Background: an optimization exercise with open tools, aiming at small area. Do not read the settings as production practice.
In this exercise RTL edits were held to simulation tests only and were not proved equivalent to the original.
Power is estimated from default activity; no workload was simulated.

// vga_game_top
module vga_game_top(
    input         clk,         
    input         rst_n,       
    input         BTNL,        
    input         BTNR,        
    output        VGA_HS,      
    output        VGA_VS,      
    output [3:0]  VGA_R,       
    output [3:0]  VGA_G,       
    output [3:0]  VGA_B,       
    output [7:0]  LED          
);
wire [1:0] key = {BTNR, BTNL};  
wire [10:0] xpos;
wire [9:0]  ypos;
wire        valid;
wire [2:0]  hi;    
wire        lo;    
wire [7:0]  score;
assign VGA_R = {hi[2], hi[2], hi[2] | lo, hi[2] | lo};
assign VGA_G = {hi[1], hi[1], hi[1] | lo, hi[1] | lo};
assign VGA_B = {hi[0], hi[0], hi[0] | lo, hi[0] | lo};
assign LED = score;
vga_timing u_vga_timing(
    .clk_50m(clk),
    .rst_n(rst_n),
    .hsync(VGA_HS),
    .vsync(VGA_VS),
    .valid(valid),
    .xpos(xpos),
    .ypos(ypos)
);
game_ctrl u_game_ctrl(
    .clk_50m(clk),
    .rst_n(rst_n),
    .xpos(xpos),
    .ypos(ypos),
    .valid(valid),
    .key(key),
    .hi(hi),
    .lo(lo),
    .score(score)
);
endmodule
export LEC_CHECK = 0
export CAP_MARGIN = 20
export CORE_MARGIN = 2
export CORE_UTILIZATION = 40
export SLEW_MARGIN = 20
create_clock -name core_clock -period 20.0 [get_ports {clk}]
standard.sh (not shown) runs the stock make flow with config.mk's settings and CLKGATE_MAP_FILE= SYNTH_SCRIPT=/design/flow/synth_recipe.tcl, a recipe that flattens the netlist after the stock synthesis.
==> flow/flow/run.sh <==
#!/bin/bash
set -uo pipefail
W=$PWD
F=$W/flow
R=$W/orfs/results/$FLOW_PLATFORM/vga_game_top/base
log() { echo "[run.sh] $*" | tee -a $W/run_sh.log; }

log "standard synthesis"
bash standard.sh synth > $W/std_synth.log 2>&1 || { log "standard synth failed"; exit 1; }
cp $R/1_2_yosys.v $W/std_1_2_yosys.v

# area synthesis in its own work home
sed 's#log_cmd abc {\*}\$abc_args#log_cmd abc -script $::env(MY_ABC_SCRIPT) {*}[lrange $abc_args 2 end] -dont_use sky130_fd_sc_hd__clkinv_* -dont_use sky130_fd_sc_hd__clkinvlp_*#' \
    $FLOW_HOME/scripts/synth.tcl > $W/area_synth_core.tcl
sed "s#source \$::env(SCRIPTS_DIR)/synth.tcl#source $W/area_synth_core.tcl#" synth_recipe.tcl > $W/area_synth.tcl
sed -e "s#WORK_HOME=[^ ]*#WORK_HOME=$W/orfs_area#" -e "s#SYNTH_SCRIPT=[^ ]*#SYNTH_SCRIPT=$W/area_synth.tcl ADDER_MAP_FILE=#" \
    -e '/^if \[\[/,/^fi/d' standard.sh > $W/area.sh
use_area=0
if grep -q MY_ABC_SCRIPT $W/area_synth_core.tcl && grep -q area_synth_core $W/area_synth.tcl; then
  log "area synthesis"
  if MY_ABC_SCRIPT=$F/area.abc bash $W/area.sh synth > $W/area_synth.log 2>&1; then
    A=$W/orfs_area/results/$FLOW_PLATFORM/vga_game_top/base/1_2_yosys.v
    regs() { grep -E '^\s*sky130_fd_sc_hd__[a-z0-9]+_[0-9]+ ' "$1" | grep -E '__(df|edf|sdf|dl)' | sed -E 's/_[0-9]+ / /' | sort; }
    regs $W/std_1_2_yosys.v > $W/regs_std.txt
    regs $A > $W/regs_area.txt
    if [[ -s $W/regs_std.txt ]] && cmp -s $W/regs_std.txt $W/regs_area.txt; then
      use_area=1
    else
      log "register lists differ; keeping the standard netlist"
    fi
  else
    log "area synthesis failed; keeping the standard netlist"
  fi
fi
if [[ $use_area == 1 ]]; then
  log "using the area netlist"
  cp $A $R/1_2_yosys.v
  rm -f $R/1_synth.odb $R/1_synth.sdc
fi
# extra make settings for the layout steps, one per line
extra=()
if [[ -f $F/make_args.txt ]]; then
  while IFS= read -r line; do [[ -n "$line" && "$line" != \#* ]] && extra+=("$line"); done < $F/make_args.txt
fi
log "layout ${extra[*]:-}"
bash standard.sh "${extra[@]}" finish > $W/layout.log 2>&1 || { log "layout failed"; exit 1; }
log "done"
==> flow/flow/area.abc <==
strash
dc2
&get -n
&deepsyn -T 60
&dch -f
&nf -R 1000
&put
==> flow/flow/make_args.txt <==
BUFFER_PORTS_ARGS=-buffer_cell sky130_fd_sc_hd__buf_1
CTS_ARGS=-sink_clustering_enable -repair_clock_nets -dont_use_dummy_load -buf_list sky130_fd_sc_hd__clkbuf_4 -root_buf sky130_fd_sc_hd__clkbuf_8
Change:
==> flow/run.sh (new file) <==
#!/bin/bash
# synth_recipe.tcl (not shown) runs the flow's synth.tcl, then flattens the netlist and writes it again
# the make line also repeats each setting of config.mk as NAME=value (left out here)
make -C /OpenROAD-flow-scripts/flow DESIGN_CONFIG=/design/flow/config.mk WORK_HOME=/design/flow/orfs CLKGATE_MAP_FILE= SYNTH_SCRIPT=/design/flow/synth_recipe.tcl finish
removed: flow/flow/run.sh
removed: flow/flow/area.abc
removed: flow/flow/make_args.txt
removed: flow/standard.sh
=> The new run completed with no timing, DRC or antenna violations; global-route usage drops by 0.95 points; total power rose by 21%; worst setup slack got worse by 0.38 ns; fmax falls by 5.7%; synthesized area grows by 33%; non-clock buffer count climbs by 1; core utilization came out lower by 0.35 points; routed wire length increases by 26%; sequential share of layout area drops by 7.8 points; via count rose by 22%.

========
Starting RTL as in the previous note.
Settings: LEC_CHECK=0, CAP_MARGIN=20, CORE_MARGIN=2, CORE_UTILIZATION=40, SLEW_MARGIN=20; clock period 20.0 ns.
==> flow/flow/run.sh <==
#!/bin/bash
set -uo pipefail
W=$PWD
F=$W/flow
R=$W/orfs/results/$FLOW_PLATFORM/vga_game_top/base
log() { echo "[run.sh] $*" | tee -a $W/run_sh.log; }

log "standard synthesis"
bash standard.sh synth > $W/std_synth.log 2>&1 || { log "standard synth failed"; exit 1; }
cp $R/1_2_yosys.v $W/std_1_2_yosys.v

# area synthesis in its own work home
sed 's#log_cmd abc {\*}\$abc_args#log_cmd abc -script $::env(MY_ABC_SCRIPT) {*}[lrange $abc_args 2 end] -dont_use sky130_fd_sc_hd__clkinv_* -dont_use sky130_fd_sc_hd__clkinvlp_*#' \
    $FLOW_HOME/scripts/synth.tcl > $W/area_synth_core.tcl
sed "s#source \$::env(SCRIPTS_DIR)/synth.tcl#source $W/area_synth_core.tcl#" synth_recipe.tcl > $W/area_synth.tcl
sed -e "s#WORK_HOME=[^ ]*#WORK_HOME=$W/orfs_area#" -e "s#SYNTH_SCRIPT=[^ ]*#SYNTH_SCRIPT=$W/area_synth.tcl ADDER_MAP_FILE=#" \
    -e '/^if \[\[/,/^fi/d' standard.sh > $W/area.sh
use_area=0
if grep -q MY_ABC_SCRIPT $W/area_synth_core.tcl && grep -q area_synth_core $W/area_synth.tcl; then
  log "area synthesis"
  if MY_ABC_SCRIPT=$F/area.abc bash $W/area.sh synth > $W/area_synth.log 2>&1; then
    A=$W/orfs_area/results/$FLOW_PLATFORM/vga_game_top/base/1_2_yosys.v
    regs() { grep -E '^\s*sky130_fd_sc_hd__[a-z0-9]+_[0-9]+ ' "$1" | grep -E '__(df|edf|sdf|dl)' | sed -E 's/_[0-9]+ / /' | sort; }
    regs $W/std_1_2_yosys.v > $W/regs_std.txt
    regs $A > $W/regs_area.txt
    if [[ -s $W/regs_std.txt ]] && cmp -s $W/regs_std.txt $W/regs_area.txt; then
      use_area=1
    else
      log "register lists differ; keeping the standard netlist"
    fi
  else
    log "area synthesis failed; keeping the standard netlist"
  fi
fi
if [[ $use_area == 1 ]]; then
  log "using the area netlist"
  cp $A $R/1_2_yosys.v
  rm -f $R/1_synth.odb $R/1_synth.sdc
fi
# extra make settings for the layout steps, one per line
extra=()
if [[ -f $F/make_args.txt ]]; then
  while IFS= read -r line; do [[ -n "$line" && "$line" != \#* ]] && extra+=("$line"); done < $F/make_args.txt
fi
log "layout ${extra[*]:-}"
bash standard.sh "${extra[@]}" finish > $W/layout.log 2>&1 || { log "layout failed"; exit 1; }
log "done"
==> flow/flow/area.abc <==
strash
dc2
&get -n
&deepsyn -T 60
&dch -f
&nf -R 1000
&put
==> flow/flow/make_args.txt <==
BUFFER_PORTS_ARGS=-buffer_cell sky130_fd_sc_hd__buf_1
CTS_ARGS=-sink_clustering_enable -repair_clock_nets -dont_use_dummy_load -buf_list sky130_fd_sc_hd__clkbuf_16 -root_buf sky130_fd_sc_hd__clkbuf_16 -sink_clustering_size 100 -sink_clustering_max_diameter 500
The starting point completed with no timing, DRC or antenna violations.
Next try:
==> flow/flow/make_args.txt (replaced) <==
BUFFER_PORTS_ARGS=-buffer_cell sky130_fd_sc_hd__buf_1
CTS_ARGS=-sink_clustering_enable -repair_clock_nets -dont_use_dummy_load -buf_list sky130_fd_sc_hd__clkbuf_8 -root_buf sky130_fd_sc_hd__clkbuf_8 -sink_clustering_size 30 -sink_clustering_max_diameter 100
Result: Final area falls by 1.1%. Area after synthesis is unchanged. Hold slack gains 0.0030 ns. Via count hardly moves. Final cell count is unchanged. Synthesized cell count does not change. Setup slack gets worse by 0.032 ns. Utilization falls by 0.49 points. Clock-buffer cell count stays the same. First-iteration DRC count rises by about 2.1%. Die area is unchanged.

========
Setup of old:
The RTL this note starts from:
==> flow/design.v <==
module vga_timing(
    input             clk_50m,
    input             rst_n,
    output            hsync,
    output            vsync,
    output            valid,
    output reg [10:0] xpos,
    output reg [9:0]  ypos
);
wire x_end = xpos[10] & xpos[6] & xpos[4] & xpos[3] & xpos[1];    
wire y_inc = (xpos == 11'd823);                                    
wire y_end = ypos[9] & ypos[7] & ypos[4] & ypos[3] & ypos[0];     
always @(posedge clk_50m or negedge rst_n) begin
    if(!rst_n) xpos <= 11'd823;
    else if(x_end) xpos <= 11'd0;
    else xpos <= xpos + 11'd1;
end
always @(posedge clk_50m or negedge rst_n) begin
    if(!rst_n) ypos <= 10'd636;
    else if(y_inc) begin
        if(y_end) ypos <= 10'd0;
        else ypos <= ypos + 10'd1;
    end
end
assign hsync = !((xpos >= 11'd824) && (xpos <= 11'd951));
assign vsync = !((ypos >= 10'd637) && (ypos <= 10'd642));
assign valid = (xpos < 11'd800) && (ypos < 10'd600);
endmodule
module game_ctrl(
    input             clk_50m,
    input             rst_n,
    input      [10:0] xpos,
    input      [9:0]  ypos,
    input             valid,
    input      [1:0]  key,      
    output reg [2:0]  pix,      
    output reg [7:0]  score
);
reg [7:0] spd;
wire move_en = spd[7] & spd[6] & spd[5] & spd[4] & spd[3] & spd[0];
always @(posedge clk_50m or negedge rst_n) begin
    if(!rst_n) spd <= 8'd0;
    else if(move_en) spd <= 8'd0;
    else spd <= spd + 8'd1;
end
reg [15:0] lfsr;
wire feedback = lfsr[15] ^ lfsr[13] ^ lfsr[12] ^ lfsr[10];
always @(posedge clk_50m or negedge rst_n) begin
    if(!rst_n) lfsr <= 16'hACE1;
    else lfsr <= {lfsr[14:0], feedback};
end
reg [7:0] bd;
always @(posedge clk_50m or negedge rst_n) begin
    if(!rst_n) bd <= 8'd90;
    else if(move_en) begin
        if(key == 2'b01) begin
            if(bd != 8'd1) bd <= bd - 8'd1;
        end
        else if(key == 2'b10) begin
            if(bd < 8'd179) bd <= bd + 8'd1;
        end
    end
end
reg [8:0] bx;
reg [8:1] by_h;
wire [8:0] by = {by_h, bx[0]};
reg dir_x, dir_y;
wire fall  = by[8] & by[5] & by[3] & by[1];               
wire pad_y = (by >= 9'd288) && (by <= 9'd293);
wire [7:0] rb = bd - bx[8:1];
wire pad_x = (bd != 8'd1) && (rb <= 8'd1 || rb >= (bx[0] ? 8'd236 : 8'd235));
always @(posedge clk_50m or negedge rst_n) begin
    if(!rst_n) begin
        bx <= 9'd200; by_h <= 8'd75;
        dir_x <= 1'b1; dir_y <= 1'b1;
    end
    else if(move_en) begin
        if(fall) begin
            bx <= 9'd200; by_h <= 8'd75;
            dir_x <= 1'b1; dir_y <= 1'b1;
        end
        else begin
            bx <= dir_x ? bx + 9'd1 : bx - 9'd1;
            by_h <= dir_y ? by_h + {7'd0, bx[0]} : by_h - {7'd0, ~bx[0]};
            if(bx <= 9'd3) dir_x <= 1'b1;
            else if(bx >= 9'd397) dir_x <= 1'b0;
            if(pad_y && pad_x) dir_y <= 1'b0;
            else if(by <= 9'd3) dir_y <= 1'b1;
        end
    end
end
reg        p_init;      
reg [15:0] pl;          
reg [2:0]  pv;          
wire ge0 = pl[9:0] >= 10'd700;      
wire lt1 = pl[15:6] < 10'd500;      
wire [9:0] BX = {bx, 1'b0};
wire [9:0] ex0 = BX - pl[9:0];
wire [9:0] ex1 = BX - pl[15:6];
wire [9:0] ex2 = BX - {2'b00, pl[7:0]};
wire [7:0] BY = {by[6:0], 1'b0};
wire by_lo = (by[8:7] == 2'b00);
wire [7:0] ey0 = BY - {2'b00, pl[5:0]};
wire [7:0] ey1 = BY - {2'b00, pl[11:6]};
wire [7:0] ey2 = BY - {2'b00, pl[13:8]};
wire cx0 = p_init ? (bx >= 9'd98 && bx <= 9'd112) :
           ge0 ? (ex0 >= 10'd369 && ex0 <= 10'd399) : (ex0 >= 10'd45 && ex0 <= 10'd75);
wire cx1 = p_init ? (bx >= 9'd198 && bx <= 9'd212) :
           lt1 ? (ex1 >= 10'd245 && ex1 <= 10'd275) : (ex1 >= 10'd569 && ex1 <= 10'd599);
wire cx2 = p_init ? (bx >= 9'd298 && bx <= 9'd312) : (ex2 >= 10'd445 && ex2 <= 10'd475);
wire cyi = (by >= 9'd48 && by <= 9'd62);
wire cy0 = p_init ? cyi : by_lo && (ey0 >= 8'd45 && ey0 <= 8'd75);
wire cy1 = p_init ? cyi : by_lo && (ey1 >= 8'd65 && ey1 <= 8'd95);
wire cy2 = p_init ? cyi : by_lo && (ey2 >= 8'd85 && ey2 <= 8'd115);
wire [2:0] hit = pv & {cx2 & cy2, cx1 & cy1, cx0 & cy0};
always @(posedge clk_50m or negedge rst_n) begin
    if(!rst_n) begin
        score <= 8'd0;
        pv <= 3'b111;
        p_init <= 1'b1;
    end
    else if((move_en && fall) || pv == 3'b000) begin
        if(move_en && fall) score <= 8'd0;
        pv <= 3'b111;
        p_init <= 1'b0;
    end
    else begin
        pv <= pv & ~hit;
        if(|hit) score <= score + 8'd1;
    end
end
always @(posedge clk_50m) begin
    if((move_en && fall) || pv == 3'b000) pl <= lfsr;
end
wire [9:0] X = xpos[9:0];
wire [9:0] Y = ypos;
wire border = (X < 10'd5) || (X >= 10'd795) || (Y < 10'd5) || (Y >= 10'd595);
wire [9:0] u = X - 10'd680;
wire led_area = (Y >= 10'd20) && (Y < 10'd32) && (X >= 10'd680) && (u[3:2] != 2'b11);
wire led_on = score[~u[6:4]];
wire [7:0] dbx = X[9:2] - bd;
wire in_board = (Y >= 10'd580) && (Y <= 10'd590) &&
                ((dbx < 8'd20) || (dbx == 8'd20 && X[1:0] == 2'b00));
wire [8:0] sx = X[9:1] - bx;       
wire [8:0] sy = Y[9:1] - by;
wire near = (sx >= 9'd509 || sx <= 9'd2) && (sy >= 9'd509 || sy <= 9'd2);
reg round;
always @(*) begin
    case({sx[2:0], X[0]})
        4'b1010: round = 0;                          
        4'b1011, 4'b0101:                             
            round = ({sy[2:0], Y[0]} == 4'b0000);
        4'b1100, 4'b0100:                             
            round = ({sy[2:0], Y[0]} >= 4'b1101 || {sy[2:0], Y[0]} <= 4'b0011);
        default:                                      
            round = ({sy[2:0], Y[0]} >= 4'b1100 || {sy[2:0], Y[0]} <= 4'b0100);
    endcase
    if({sy[2:0], Y[0]} == 4'b1010) round = 0;        
    if({sy[2:0], Y[0]} == 4'b1011 || {sy[2:0], Y[0]} == 4'b0101)    
        round = ({sx[2:0], X[0]} == 4'b0000);
end
wire in_ball = near && round;
wire [9:0] fx0 = X - pl[9:0];
wire [9:0] fx1 = X - pl[15:6];
wire [9:0] fx2 = X - {2'b00, pl[7:0]};
wire y_lo = (Y[9:8] == 2'b00);
wire [7:0] fy0 = Y[7:0] - {2'b00, pl[5:0]};
wire [7:0] fy1 = Y[7:0] - {2'b00, pl[11:6]};
wire [7:0] fy2 = Y[7:0] - {2'b00, pl[13:8]};
wire qx0 = p_init ? (X >= 10'd200 && X <= 10'd220) :
           ge0 ? (fx0 >= 10'd374 && fx0 <= 10'd394) : (fx0 >= 10'd50 && fx0 <= 10'd70);
wire qx1 = p_init ? (X >= 10'd400 && X <= 10'd420) :
           lt1 ? (fx1 >= 10'd250 && fx1 <= 10'd270) : (fx1 >= 10'd574 && fx1 <= 10'd594);
wire qx2 = p_init ? (X >= 10'd600 && X <= 10'd620) : (fx2 >= 10'd450 && fx2 <= 10'd470);
wire qyi = (Y >= 10'd100 && Y <= 10'd120);
wire qy0 = p_init ? qyi : y_lo && (fy0 >= 8'd50 && fy0 <= 8'd70);
wire qy1 = p_init ? qyi : y_lo && (fy1 >= 8'd70 && fy1 <= 8'd90);
wire qy2 = p_init ? qyi : y_lo && (fy2 >= 8'd90 && fy2 <= 8'd110);
wire in_point = |(pv & {qx2 & qy2, qx1 & qy1, qx0 & qy0});
always @(posedge clk_50m or negedge rst_n) begin
    if(!rst_n) pix <= 3'b000;
    else if(!valid) pix <= 3'b000;
    else if(border) pix <= 3'b111;
    else if(led_area) pix <= led_on ? 3'b111 : 3'b011;
    else if(in_board) pix <= 3'b001;
    else if(in_ball) pix <= 3'b100;
    else if(in_point) pix <= 3'b010;
    else pix <= 3'b000;
end
endmodule
module vga_game_top(
    input         clk,         
    input         rst_n,       
    input         BTNL,        
    input         BTNR,        
    output        VGA_HS,      
    output        VGA_VS,      
    output [3:0]  VGA_R,       
    output [3:0]  VGA_G,       
    output [3:0]  VGA_B,       
    output [7:0]  LED          
);
wire [1:0] key = {BTNR, BTNL};  
wire [10:0] xpos;
wire [9:0]  ypos;
wire        valid;
wire [2:0]  pix;   
wire [7:0]  score;
wire grey = ~pix[2] & pix[1] & pix[0];
wire r_hi = pix[2];
wire g_hi = pix[1] & ~grey;
wire b_hi = pix[0] & ~grey;
wire r_lo = pix[2] | grey;
assign VGA_R = {r_hi, r_hi, r_lo, r_lo};
assign VGA_G = {g_hi, g_hi, pix[1], pix[1]};
assign VGA_B = {b_hi, b_hi, pix[0], pix[0]};
assign LED = score;
vga_timing u_vga_timing(
    .clk_50m(clk),
    .rst_n(rst_n),
    .hsync(VGA_HS),
    .vsync(VGA_VS),
    .valid(valid),
    .xpos(xpos),
    .ypos(ypos)
);
game_ctrl u_game_ctrl(
    .clk_50m(clk),
    .rst_n(rst_n),
    .xpos(xpos),
    .ypos(ypos),
    .valid(valid),
    .key(key),
    .pix(pix),
    .score(score)
);
endmodule
==> flow/config.mk <==
export PLATFORM = sky130hd
export DESIGN_NAME = vga_game_top
export DESIGN_NICKNAME = vga_game_top
export VERILOG_FILES = /design/flow/design.v
export SDC_FILE = /design/flow/constraint.sdc
export NUM_CORES = 4
export LEC_CHECK = 0
export CAP_MARGIN = 20
export CORE_MARGIN = 2
export CORE_UTILIZATION = 65
export SLEW_MARGIN = 20
==> flow/constraint.sdc <==
create_clock -name core_clock -period 20.0 [get_ports {clk}]
set_input_delay 4.0000 -clock core_clock [delete_from_list [all_inputs] [get_ports {clk}]]
set_output_delay 4.0000 -clock core_clock [all_outputs]
set_load 0.01 [all_outputs]
==> flow/flow/run.sh <==
#!/bin/bash
set -uo pipefail
W=$PWD
F=$W/flow
R=$W/orfs/results/$FLOW_PLATFORM/vga_game_top/base
log() { echo "[run.sh] $*" | tee -a $W/run_sh.log; }

log "standard synthesis"
bash standard.sh synth > $W/std_synth.log 2>&1 || { log "standard synth failed"; exit 1; }
cp $R/1_2_yosys.v $W/std_1_2_yosys.v

regs() { grep -E '^\s*sky130_fd_sc_hd__[a-z0-9]+_[0-9]+ ' "$1" | grep -E '__(df|edf|sdf|dl)' | sed -E 's/_[0-9]+ / /' | sort; }
regs $W/std_1_2_yosys.v > $W/regs_std.txt

sed 's#log_cmd abc {\*}\$abc_args#log_cmd abc -script $::env(MY_ABC_SCRIPT) {*}[lrange $abc_args 2 end] -dont_use sky130_fd_sc_hd__clkinv_* -dont_use sky130_fd_sc_hd__clkinvlp_*#' \
    $FLOW_HOME/scripts/synth.tcl > $W/area_synth_core.tcl
sed "s#source \$::env(SCRIPTS_DIR)/synth.tcl#source $W/area_synth_core.tcl#" synth_recipe.tcl > $W/area_synth.tcl
best=""; best_area=""
if grep -q MY_ABC_SCRIPT $W/area_synth_core.tcl && grep -q area_synth_core $W/area_synth.tcl; then
  pids=()
  for s in $F/s*.abc; do
    n=$(basename $s .abc)
    sed -e "s#WORK_HOME=[^ ]*#WORK_HOME=$W/orfs_$n#" -e "s#SYNTH_SCRIPT=[^ ]*#SYNTH_SCRIPT=$W/area_synth.tcl ADDER_MAP_FILE=#" \
        -e '/^if \[\[/,/^fi/d' standard.sh > $W/area_$n.sh
    log "area synthesis $n"
    MY_ABC_SCRIPT=$s bash $W/area_$n.sh synth > $W/area_synth_$n.log 2>&1 &
    pids+=($!)
    # at most NUM_CORES syntheses at once
    while (( $(jobs -rp | wc -l) >= ${NUM_CORES:-4} )); do sleep 2; done
  done
  for p in "${pids[@]}"; do wait $p; done
  for s in $F/s*.abc; do
    n=$(basename $s .abc)
    A=$W/orfs_$n/results/$FLOW_PLATFORM/vga_game_top/base/1_2_yosys.v
    S=$W/orfs_$n/reports/$FLOW_PLATFORM/vga_game_top/base/synth_stat.txt
    [[ -s $A && -s $S ]] || { log "$n: no netlist"; continue; }
    regs $A > $W/regs_$n.txt
    if [[ -s $W/regs_std.txt ]] && cmp -s $W/regs_std.txt $W/regs_$n.txt; then
      a=$(awk '/Chip area/ {print $NF}' $S)
      log "$n: area $a"
      if [[ -n "$a" ]] && { [[ -z "$best_area" ]] || awk -v a=$a -v b=$best_area 'BEGIN{exit !(a<b)}'; }; then
        best=$A; best_area=$a
      fi
    else
      log "$n: register lists differ; not used"
    fi
  done
fi
if [[ -n "$best" ]]; then
  log "using $best ($best_area)"
  cp $best $R/1_2_yosys.v
  rm -f $R/1_synth.odb $R/1_synth.sdc
else
  log "using the standard netlist"
fi
# extra make settings for the layout steps, one per line
extra=()
if [[ -f $F/make_args.txt ]]; then
  while IFS= read -r line; do [[ -n "$line" && "$line" != \#* ]] && extra+=("$line"); done < $F/make_args.txt
fi
log "layout ${extra[*]:-}"
bash standard.sh "${extra[@]}" finish > $W/layout.log 2>&1 || { log "layout failed"; exit 1; }
log "done"
Other scripts of this flow, unchanged in this note and not shown: flow/flow/make_args.txt, flow/flow/s0.abc, flow/flow/s1.abc, flow/flow/s2.abc, flow/flow/s3.abc, flow/flow/s4.abc, flow/flow/s5.abc, flow/flow/s6.abc, flow/flow/s7.abc
### old -> new
- a change of CORE_UTILIZATION from 65 to 50
## What came out
old | stages: all done | timing, DRC, antenna: all pass. new reached the final stage; the timing, design-rule and antenna checks on its layout passed. Relative to old, the tapcell count measured on new has increased by more than a quarter. Higher sequential share of layout area among old and new: old. The more densely filled core belongs to old, not new. Relative to old, switching power summed over all nets has increased by 2.6% in new. Detailed-route vias per instance, old and new: larger value in old. Relative to old, full die area increased by about 30% in new.

[separate check: timing with driven ports]
In the flow no input, the clock included, has a driving cell. The finished layouts below were timed again as built, in two steps. Step 1 assumes that a clkbuf_16 drives the clock port and a buf_2 every other input. Step 2, shift: input delay + t, output delay - t, t = (earliest + latest rising clock arrival at the registers) / 2. This alone moves slack from input paths to output paths. Slacks: no drivers / after step 1 / after step 2; pairs: no drivers / after step 1.
| run | t (ns) | setup slack, ns | worst setup path at the end | cell pins on the clock port's net |
|---|---|---|---|---|
| the first run of note 1 | 0.421 | 13.647 / 13.608 / 14.029 | register to output | 1 |
| the second run of note 1 | 0.410 | 13.262 / 13.212 / 13.622 | register to output | 1 |
| the first run of note 2 | 0.392 | 13.679 / 13.635 / 14.026 | register to output | 1 |
| the second run of note 2 | 0.421 | 13.647 / 13.608 / 14.029 | register to output | 1 |
| old | 0.432 | 13.491 / 13.449 / 13.881 | register to output | 1 |
| new | 0.434 | 13.550 / 13.509 / 13.861 | input to register | 1 |
After both steps every run listed still meets setup and hold.
